This is an optimization exercise on Yosys and OpenROAD, whose aim is small area and a short achievable clock period, not a production implementation. At most, simulation tests tie the RTL to the original design; equivalence was not proved. Power and IR drop assume default switching activity.

==> flow/design.v <==
module ula (
    input  [31:0] A,        
    input  [31:0] B,        
    input         Cin,      
    input         Fill,     
    input         SelSum,   
    input         SelShr,   
    input         SelShl,   
    input         SelSet,   
    input         SetInv,
    output [31:0] Result
);
    wire [33:0] s    = {1'b0, A, 1'b1} + {1'b0, B, Cin};
    wire [31:0] sum  = s[32:1];
    wire        cout = s[33];
    wire [3:0]  sh = B[3:0];
    wire [31:0] r0 = sh[0] ? {{1{Fill}},  A[31:1]}  : A;
    wire [31:0] r1 = sh[1] ? {{2{Fill}},  r0[31:2]} : r0;
    wire [31:0] r2 = sh[2] ? {{4{Fill}},  r1[31:4]} : r1;
    wire [31:0] r3 = sh[3] ? {{8{Fill}},  r2[31:8]} : r2;
    wire [31:0] shr = r3;
    wire [31:0] shl;
    genvar i;
    generate
        for (i = 0; i < 32; i = i + 1) begin : g_rev
            assign shl[i] = shr[31 - i];
        end
    endgenerate
    assign Result = ({32{SelSum}} & sum)
                  | ({32{SelShr}} & shr)
                  | ({32{SelShl}} & shl)
                  | {31'b0, SelSet & (cout ^ SetInv)};
endmodule
module ula_top (
    input         clk,
    input  [31:0] in1,
    input  [31:0] in2,
    input  [4:0]  op,
    output [31:0] result,
    output        zero
);
    reg [3:0] lut;
    reg       rev, lui, bkeep, binv, cin, sel_sum, sel_shr, sel_shl, sel_set,
              set_inv, sra;
    always @(*) begin
        lut = 4'b1100;    
        {rev, lui, bkeep, binv, cin, sel_sum, sel_shr, sel_shl, sel_set,
         set_inv, sra} = 11'b0;
        case (op)
            5'd0, 5'd17: begin lut = 4'b1000; sel_sum = 1'b1; end   
            5'd1, 5'd18: begin lut = 4'b1110; sel_sum = 1'b1; end   
            5'd3, 5'd19: begin lut = 4'b0110; sel_sum = 1'b1; end   
            5'd4:        begin lut = 4'b0001; sel_sum = 1'b1; end   
            5'd2, 5'd16: begin bkeep = 1'b1; sel_sum = 1'b1; end    
            5'd6: begin bkeep = 1'b1; binv = 1'b1; cin = 1'b1; sel_sum = 1'b1; end  
            5'd5, 5'd7, 5'd23, 5'd24: begin                         
                bkeep = 1'b1; binv = 1'b1; cin = 1'b1; sel_set = 1'b1; set_inv = 1'b1;
            end
            5'd20: begin lut = 4'b0110; binv = 1'b1; sel_set = 1'b1; set_inv = 1'b1; end  
            5'd21: begin lut = 4'b0110; binv = 1'b1; sel_set = 1'b1; end  
            5'd8, 5'd11:  begin lut = 4'b0000; rev = 1'b1; bkeep = 1'b1; sel_shl = 1'b1; end  
            5'd9, 5'd12:  begin bkeep = 1'b1; sel_shr = 1'b1; end    
            5'd10, 5'd13: begin bkeep = 1'b1; sel_shr = 1'b1; sra = 1'b1; end  
            5'd14, 5'd26, 5'd27: sel_sum = 1'b1;                     
            5'd25: begin lut = 4'b0000; lui = 1'b1; sel_sum = 1'b1; end  
            default: begin lut = 4'b0000; sel_sum = 1'b1; end        
        endcase
    end
    wire        s16   = in2[4];
    wire [3:0]  lut_s = ((sel_shr | sel_shl) & s16) ? 4'b0000 : lut;
    wire        rev0  = rev & ~s16;
    wire        rev16 = rev & s16;
    wire        shr16 = sel_shr & s16;
    wire        fil16 = shr16 & sra & in1[31];
    wire [31:0] a_n, b_n;
    genvar i;
    generate
        for (i = 0; i < 32; i = i + 1) begin : g_prep
            wire l = lut_s[{in1[i], in2[i]}];
            wire r = rev0 & in1[31 - i];
            if (i >= 16) begin : g_hi
                assign a_n[i] = l | r | (lui & in2[i - 16]) | fil16;
            end else begin : g_lo
                assign a_n[i] = l | r | (rev16 & in1[15 - i]) | (shr16 & in1[i + 16]);
            end
        end
    endgenerate
    assign b_n = (in2 & {32{bkeep}}) ^ {32{binv}};
    reg [31:0] a_q, b_q;
    reg        cin_q, fill_q, sel_sum_q, sel_shr_q, sel_shl_q, sel_set_q, set_inv_q;
    reg [31:0] result_q;
    wire [31:0] alu_result;
    ula u_ula (
        .A(a_q),
        .B(b_q),
        .Cin(cin_q),
        .Fill(fill_q),
        .SelSum(sel_sum_q),
        .SelShr(sel_shr_q),
        .SelShl(sel_shl_q),
        .SelSet(sel_set_q),
        .SetInv(set_inv_q),
        .Result(alu_result)
    );
    always @(posedge clk) begin
        a_q       <= a_n;
        b_q       <= b_n;
        cin_q     <= cin;
        fill_q    <= sra & in1[31];
        sel_sum_q <= sel_sum;
        sel_shr_q <= sel_shr;
        sel_shl_q <= sel_shl;
        sel_set_q <= sel_set;
        set_inv_q <= set_inv;
        result_q  <= alu_result;
    end
    assign result = result_q;
    assign zero   = ~|result_q;
endmodule
export LEC_CHECK = 0
export CAP_MARGIN = 20
export CORE_MARGIN = 2
export CORE_UTILIZATION = 60
export CTS_BUF_LIST = sky130_fd_sc_hd__clkbuf_8
export SETUP_SLACK_MARGIN = 2.9
export SLEW_MARGIN = 20
create_clock -name core_clock -period 5.5 [get_ports {clk}]
standard.sh (not shown) runs the stock make flow with config.mk's settings and CLKGATE_MAP_FILE= SYNTH_SCRIPT=/design/flow/synth_recipe.tcl, a recipe that flattens the netlist after the stock synthesis.
==> flow/flow/run.sh <==
#!/bin/bash
# Own layout flow: the standard flow (standard.sh) with two changes:
#  - synthesis maps the logic with the ABC script in flow/abc.script
#    (registers are mapped by the standard steps, unchanged);
#  - the port buffers are plain buf_1 cells.
# Each tool's output goes to a log file in this folder.
set -euo pipefail
HERE=$(pwd)
# synthesis script: the standard one, with ORFS's synth.tcl calling abc with our script
sed "s#log_cmd abc {\*}\$abc_args#set abc_args [lreplace \$abc_args 1 1 $HERE/flow/abc.script]\n  log_cmd abc {*}\$abc_args#" \
    "$FLOW_HOME/scripts/synth.tcl" > "$HERE/synth_own.tcl"
grep -q "flow/abc.script" "$HERE/synth_own.tcl"
sed "s#source \$::env(SCRIPTS_DIR)/synth.tcl#source $HERE/synth_own.tcl#" synth_recipe.tcl > synth_recipe_own.tcl
grep -q "synth_own.tcl" synth_recipe_own.tcl
export BUFFER_PORTS_ARGS="-buffer_cell sky130_fd_sc_hd__buf_1"
bash standard.sh SYNTH_SCRIPT="$HERE/synth_recipe_own.tcl" finish > standard.log 2>&1
==> flow/flow/abc.script <==
&get -n
&st
&dch
&nf -D 1500
&put
buffer -c
topo
stime -c
upsize -c
dnsize -c
Rerun with:
--- a/flow/design.v
+++ b/flow/design.v
@@ -14,10 +14,10 @@
     wire [31:0] sum  = s[32:1];
     wire        cout = s[33];
-    wire [3:0]  sh = B[3:0];
+    wire [4:0]  sh = B[4:0];
     wire [31:0] r0 = sh[0] ? {{1{Fill}},  A[31:1]}  : A;
     wire [31:0] r1 = sh[1] ? {{2{Fill}},  r0[31:2]} : r0;
     wire [31:0] r2 = sh[2] ? {{4{Fill}},  r1[31:4]} : r1;
     wire [31:0] r3 = sh[3] ? {{8{Fill}},  r2[31:8]} : r2;
-    wire [31:0] shr = r3;
+    wire [31:0] shr = sh[4] ? {{16{Fill}}, r3[31:16]} : r3;
     wire [31:0] shl;
     genvar i;
@@ -67,20 +67,14 @@
         endcase
     end
-    wire        s16   = in2[4];
-    wire [3:0]  lut_s = ((sel_shr | sel_shl) & s16) ? 4'b0000 : lut;
-    wire        rev0  = rev & ~s16;
-    wire        rev16 = rev & s16;
-    wire        shr16 = sel_shr & s16;
-    wire        fil16 = shr16 & sra & in1[31];
     wire [31:0] a_n, b_n;
     genvar i;
     generate
         for (i = 0; i < 32; i = i + 1) begin : g_prep
-            wire l = lut_s[{in1[i], in2[i]}];
-            wire r = rev0 & in1[31 - i];
+            wire l = lut[{in1[i], in2[i]}];
+            wire r = rev & in1[31 - i];
             if (i >= 16) begin : g_hi
-                assign a_n[i] = l | r | (lui & in2[i - 16]) | fil16;
+                assign a_n[i] = l | r | (lui & in2[i - 16]);
             end else begin : g_lo
-                assign a_n[i] = l | r | (rev16 & in1[15 - i]) | (shr16 & in1[i + 16]);
+                assign a_n[i] = l | r;
             end
         end
After rerunning: The changed run completed without violations. Via count came out lower by 6.4%. Worst setup slack gets better by 0.10 ns. Register-to-register slack gets better by 0.06 ns. Sequential share of layout area came out higher by 0.49 points. Critical path depth came out lower by 6. Power came out lower by 1.3%. Sequential cell count stays the same. Utilization came out lower by 3.7 points. Cell area came out lower by 2.0%. Die area came out higher by 1.6%. Global-route usage came out lower by 0.98 points. Cell count came out lower by 0.63%. Synthesized cell count hardly moves.
Function not checked in the first run of this note: the RTL went through the layout flow alone.

* * *

## build 80
RTL: the design.v shown in full above, as it stands there.
clock: 5.5 ns
lec_check: 0
cap_margin: 20
core_margin: 2
core_utilization: 60
cts_buf_list: sky130_fd_sc_hd__clkbuf_8
setup_slack_margin: 2.9
slew_margin: 20
==> flow/flow/abc.script <==
&get -n
&st
&dch
&nf -p -R 100
&put
buffer -c
topo
stime -c
upsize -c
dnsize -c
Scripts as last shown in full above: flow/flow/run.sh
Build 80 has completed all stages; timing, DRC and antenna checks passed.
Inputs modified between build 80 and build 41:
==> flow/design.v <==
module ula (
    input  [31:0] A,        
    input  [31:0] B,        
    input         Cin,      
    input  [1:0]  Sel,      
    input         SetInv,   
    output [31:0] Result
);
    wire [33:0] s    = {1'b0, A, 1'b1} + {1'b0, B, Cin};
    wire [31:0] sum  = s[32:1];
    wire        cout = s[33];
    wire        Fill = SetInv & A[31];
    wire [4:0]  sh = B[4:0];
    wire [31:0] r0 = sh[0] ? {{1{Fill}},  A[31:1]}  : A;
    wire [31:0] r1 = sh[1] ? {{2{Fill}},  r0[31:2]} : r0;
    wire [31:0] r2 = sh[2] ? {{4{Fill}},  r1[31:4]} : r1;
    wire [31:0] r3 = sh[3] ? {{8{Fill}},  r2[31:8]} : r2;
    wire [31:0] shr = sh[4] ? {{16{Fill}}, r3[31:16]} : r3;
    wire [31:0] shl;
    genvar i;
    generate
        for (i = 0; i < 32; i = i + 1) begin : g_rev
            assign shl[i] = shr[31 - i];
        end
    endgenerate
    wire SelSum = (Sel == 2'd0);
    wire SelShr = (Sel == 2'd1);
    wire SelShl = (Sel == 2'd2);
    wire SelSet = (Sel == 2'd3);
    assign Result = ({32{SelSum}} & sum)
                  | ({32{SelShr}} & shr)
                  | ({32{SelShl}} & shl)
                  | {31'b0, SelSet & (cout ^ SetInv)};
endmodule
module ula_top (
    input         clk,
    input  [31:0] in1,
    input  [31:0] in2,
    input  [4:0]  op,
    output [31:0] result,
    output        zero
);
    reg [3:0] lut;
    reg       rev, lui, bkeep, binv, cin, sel_sum, sel_shr, sel_shl, sel_set,
              set_inv, sra;
    always @(*) begin
        lut = 4'b1100;    
        {rev, lui, bkeep, binv, cin, sel_sum, sel_shr, sel_shl, sel_set,
         set_inv, sra} = 11'b0;
        case (op)
            5'd0, 5'd17: begin lut = 4'b1000; sel_sum = 1'b1; end   
            5'd1, 5'd18: begin lut = 4'b1110; sel_sum = 1'b1; end   
            5'd3, 5'd19: begin lut = 4'b0110; sel_sum = 1'b1; end   
            5'd4:        begin lut = 4'b0001; sel_sum = 1'b1; end   
            5'd2, 5'd16: begin bkeep = 1'b1; sel_sum = 1'b1; end    
            5'd6: begin bkeep = 1'b1; binv = 1'b1; cin = 1'b1; sel_sum = 1'b1; end  
            5'd5, 5'd7, 5'd23, 5'd24: begin                         
                bkeep = 1'b1; binv = 1'b1; cin = 1'b1; sel_set = 1'b1; set_inv = 1'b1;
            end
            5'd20: begin lut = 4'b0110; binv = 1'b1; sel_set = 1'b1; set_inv = 1'b1; end  
            5'd21: begin lut = 4'b0110; binv = 1'b1; sel_set = 1'b1; end  
            5'd8, 5'd11:  begin lut = 4'b0000; rev = 1'b1; bkeep = 1'b1; sel_shl = 1'b1; end  
            5'd9, 5'd12:  begin bkeep = 1'b1; sel_shr = 1'b1; end    
            5'd10, 5'd13: begin bkeep = 1'b1; sel_shr = 1'b1; sra = 1'b1; end  
            5'd14, 5'd26, 5'd27: sel_sum = 1'b1;                     
            5'd25: begin lut = 4'b0000; lui = 1'b1; sel_sum = 1'b1; end  
            default: begin lut = 4'b0000; sel_sum = 1'b1; end        
        endcase
    end
    wire [31:0] a_n, b_n;
    genvar i;
    generate
        for (i = 0; i < 32; i = i + 1) begin : g_prep
            wire l = lut[{in1[i], in2[i]}];
            wire r = rev & in1[31 - i];
            if (i >= 16) begin : g_hi
                assign a_n[i] = l | r | (lui & in2[i - 16]);
            end else begin : g_lo
                assign a_n[i] = l | r;
            end
        end
    endgenerate
    assign b_n = (in2 & {32{bkeep}}) ^ {32{binv}};
    reg [31:0] a_q, b_q;
    reg        cin_q, set_inv_q;
    reg [1:0]  sel_q;
    reg [31:0] result_q;
    wire [31:0] alu_result;
    ula u_ula (
        .A(a_q),
        .B(b_q),
        .Cin(cin_q),
        .Sel(sel_q),
        .SetInv(set_inv_q),
        .Result(alu_result)
    );
    always @(posedge clk) begin
        a_q       <= a_n;
        b_q       <= b_n;
        cin_q     <= cin;
        sel_q     <= {sel_shl | sel_set, sel_shr | sel_set};
        set_inv_q <= set_inv | sra;
        result_q  <= alu_result;
    end
    assign result = result_q;
    assign zero   = ~|result_q;
endmodule
## What came out
In summary, build 41 completed successfully, with a layout that passed the timing, DRC and antenna checks. Compared with build 80, the detailed router inserted fewer vias in build 41. From build 80 to build 41 the numbers moved as follows: relative contribution of the clock network to total power up 1.2 points; detailed-route wire length on metal 1 down 3.8%; power down 2.4%; cell count up 19; worst hold slack up 0.12 ns. Part of the power in registers ended up 1.1 points higher on build 41 than on build 80. Lower share of the yosys chip area belonging to registers was reported by build 41, not build 80. Taking build 80 as the reference, in build 41 filler cell count up about 1.8%, number of clock buffer instances in the layout decreased by 1 relative to the old numbers.
No run of this note included a check of the RTL's function; only the layout flow was run.

* * *

RTL: one of the versions met above, not the one the previous note started from.
Size in the first run: ~1000 cells after synthesis.
## ula_top
module ula_top (
    input         clk,
    input  [31:0] in1,
    input  [31:0] in2,
    input  [4:0]  op,
    output [31:0] result,
    output        zero
);
==> module ula, before the edit <==
module ula (
    input  [31:0] A,        
    input  [31:0] B,        
    input         Cin,      
    input         Fill,     
    input         SelSum,   
    input         SelShr,   
    input         SelShl,   
    input         SelSet,   
    input         SetInv,
    output [31:0] Result
);
    wire [33:0] s    = {1'b0, A, 1'b1} + {1'b0, B, Cin};
    wire [31:0] sum  = s[32:1];
    wire        cout = s[33];
    wire [4:0]  sh = B[4:0];
    wire [31:0] r0 = sh[0] ? {{1{Fill}},  A[31:1]}  : A;
    wire [31:0] r1 = sh[1] ? {{2{Fill}},  r0[31:2]} : r0;
    wire [31:0] r2 = sh[2] ? {{4{Fill}},  r1[31:4]} : r1;
    wire [31:0] r3 = sh[3] ? {{8{Fill}},  r2[31:8]} : r2;
    wire [31:0] shr = sh[4] ? {{16{Fill}}, r3[31:16]} : r3;
    wire [31:0] shl;
    genvar i;
    generate
        for (i = 0; i < 32; i = i + 1) begin : g_rev
            assign shl[i] = shr[31 - i];
        end
    endgenerate
    assign Result = ({32{SelSum}} & sum)
                  | ({32{SelShr}} & shr)
                  | ({32{SelShl}} & shl)
                  | {31'b0, SelSet & (cout ^ SetInv)};
endmodule
==> module ula_top, before the edit <==
module ula_top (
    input         clk,
    input  [31:0] in1,
    input  [31:0] in2,
    input  [4:0]  op,
    output [31:0] result,
    output        zero
);
    reg [3:0] lut;
    reg       rev, lui, bkeep, binv, cin, sel_sum, sel_shr, sel_shl, sel_set,
              set_inv, sra;
    always @(*) begin
        lut = 4'b1100;    
        {rev, lui, bkeep, binv, cin, sel_sum, sel_shr, sel_shl, sel_set,
         set_inv, sra} = 11'b0;
        case (op)
            5'd0, 5'd17: begin lut = 4'b1000; sel_sum = 1'b1; end   
            5'd1, 5'd18: begin lut = 4'b1110; sel_sum = 1'b1; end   
            5'd3, 5'd19: begin lut = 4'b0110; sel_sum = 1'b1; end   
            5'd4:        begin lut = 4'b0001; sel_sum = 1'b1; end   
            5'd2, 5'd16: begin bkeep = 1'b1; sel_sum = 1'b1; end    
            5'd6: begin bkeep = 1'b1; binv = 1'b1; cin = 1'b1; sel_sum = 1'b1; end  
            5'd5, 5'd7, 5'd23, 5'd24: begin                         
                bkeep = 1'b1; binv = 1'b1; cin = 1'b1; sel_set = 1'b1; set_inv = 1'b1;
            end
            5'd20: begin lut = 4'b0110; binv = 1'b1; sel_set = 1'b1; set_inv = 1'b1; end  
            5'd21: begin lut = 4'b0110; binv = 1'b1; sel_set = 1'b1; end  
            5'd8, 5'd11:  begin lut = 4'b0000; rev = 1'b1; bkeep = 1'b1; sel_shl = 1'b1; end  
            5'd9, 5'd12:  begin bkeep = 1'b1; sel_shr = 1'b1; end    
            5'd10, 5'd13: begin bkeep = 1'b1; sel_shr = 1'b1; sra = 1'b1; end  
            5'd14, 5'd26, 5'd27: sel_sum = 1'b1;                     
            5'd25: begin lut = 4'b0000; lui = 1'b1; sel_sum = 1'b1; end  
            default: begin lut = 4'b0000; sel_sum = 1'b1; end        
        endcase
    end
    wire [31:0] a_n, b_n;
    genvar i;
    generate
        for (i = 0; i < 32; i = i + 1) begin : g_prep
            wire l = lut[{in1[i], in2[i]}];
            wire r = rev & in1[31 - i];
            if (i >= 16) begin : g_hi
                assign a_n[i] = l | r | (lui & in2[i - 16]);
            end else begin : g_lo
                assign a_n[i] = l | r;
            end
        end
    endgenerate
    assign b_n = (in2 & {32{bkeep}}) ^ {32{binv}};
    reg [31:0] a_q, b_q;
    reg        cin_q, fill_q, sel_sum_q, sel_shr_q, sel_shl_q, sel_set_q, set_inv_q;
    reg [31:0] result_q;
    wire [31:0] alu_result;
    ula u_ula (
        .A(a_q),
        .B(b_q),
        .Cin(cin_q),
        .Fill(fill_q),
        .SelSum(sel_sum_q),
        .SelShr(sel_shr_q),
        .SelShl(sel_shl_q),
        .SelSet(sel_set_q),
        .SetInv(set_inv_q),
        .Result(alu_result)
    );
    always @(posedge clk) begin
        a_q       <= a_n;
        b_q       <= b_n;
        cin_q     <= cin;
        fill_q    <= sra & in1[31];
        sel_sum_q <= sel_sum;
        sel_shr_q <= sel_shr;
        sel_shl_q <= sel_shl;
        sel_set_q <= sel_set;
        set_inv_q <= set_inv;
        result_q  <= alu_result;
    end
    assign result = result_q;
    assign zero   = ~|result_q;
endmodule
clock: 5.5 ns
lec_check: 0
cap_margin: 20
core_margin: 2
core_utilization: 50
setup_slack_margin: 2.9
slew_margin: 20
==> flow/flow/abc.script <==
&get -n
&st
&dch
&nf -D 1500
&put
buffer -c
topo
stime -c
upsize -c
dnsize -c
Scripts as last shown in full above: flow/flow/run.sh
Change:
--- a/flow/design.v
+++ b/flow/design.v
@@ -13,12 +13,12 @@
     wire [33:0] s    = {1'b0, A, 1'b1} + {1'b0, B, Cin};
     wire [31:0] sum  = s[32:1];
     wire        cout = s[33];
-    wire [4:0]  sh = B[4:0];
+    wire [3:0]  sh = B[3:0];
     wire [31:0] r0 = sh[0] ? {{1{Fill}},  A[31:1]}  : A;
     wire [31:0] r1 = sh[1] ? {{2{Fill}},  r0[31:2]} : r0;
     wire [31:0] r2 = sh[2] ? {{4{Fill}},  r1[31:4]} : r1;
     wire [31:0] r3 = sh[3] ? {{8{Fill}},  r2[31:8]} : r2;
-    wire [31:0] shr = sh[4] ? {{16{Fill}}, r3[31:16]} : r3;
+    wire [31:0] shr = r3;
     wire [31:0] shl;
     genvar i;
     generate
@@ -66,16 +66,22 @@
             default: begin lut = 4'b0000; sel_sum = 1'b1; end        
         endcase
     end
+    wire        s16   = in2[4];
+    wire [3:0]  lut_s = ((sel_shr | sel_shl) & s16) ? 4'b0000 : lut;
+    wire        rev0  = rev & ~s16;
+    wire        rev16 = rev & s16;
+    wire        shr16 = sel_shr & s16;
+    wire        fil16 = shr16 & sra & in1[31];
     wire [31:0] a_n, b_n;
     genvar i;
     generate
         for (i = 0; i < 32; i = i + 1) begin : g_prep
-            wire l = lut[{in1[i], in2[i]}];
-            wire r = rev & in1[31 - i];
+            wire l = lut_s[{in1[i], in2[i]}];
+            wire r = rev0 & in1[31 - i];
             if (i >= 16) begin : g_hi
-                assign a_n[i] = l | r | (lui & in2[i - 16]);
+                assign a_n[i] = l | r | (lui & in2[i - 16]) | fil16;
             end else begin : g_lo
-                assign a_n[i] = l | r;
+                assign a_n[i] = l | r | (rev16 & in1[15 - i]) | (shr16 & in1[i + 16]);
             end
         end
     endgenerate
What happened: The new run finished clean. Die area is lower slightly. Combinational power is higher by a few percent. Power is higher slightly. Count of clock-buffer cells in the layout stays the same. Clock power is lower slightly. Area after synthesis is lower slightly.
For the second run of this note, only the layout was checked, not whether the RTL still works.

==> static timing again, ports no longer ideal <==
No port has a modelled driver above. Below, the same layouts with a new extraction and two added sets of constraints. Step 1: set_driving_cell puts a clkbuf_16 on clk and a buf_2 on each other input, an assumption about the parent block. Step 2, shift: input delay + t, output delay - t, t = (earliest + latest rising clock arrival at the registers) / 2. This alone moves slack from input paths to output paths. Slacks: no drivers / after step 1 / after step 2; pairs: no drivers / after step 1.
run	shift t [ns]	slack for setup (ns)	worst hold slack (ns)	worst setup path at the end	pins driven straight from the clock port
the first run of note 1	0.435	2.842 / 2.825 / 2.389	0.571 / 0.571 / 0.571	input to register	1
the second run of note 1	0.448	2.945 / 2.906 / 2.621	0.511 / 0.511 / 0.511	input to register	1
build 80	0.440	2.915 / 2.897 / 2.457	0.521 / 0.521 / 0.521	input to register	1
build 41	0.428	2.947 / 2.911 / 2.533	0.637 / 0.637 / 0.637	input to register	1
the first run of note 3	0.401	2.882 / 2.882 / 2.590	0.498 / 0.498 / 0.498	input to register	1
the second run of note 3	0.401	2.855 / 2.836 / 2.435	0.589 / 0.589 / 0.589	input to register	1
After both steps setup and hold are still met in every run listed. The setup slack of build 80, which loses most, moves by -0.018 ns with the drivers and by -0.458 ns with both steps.
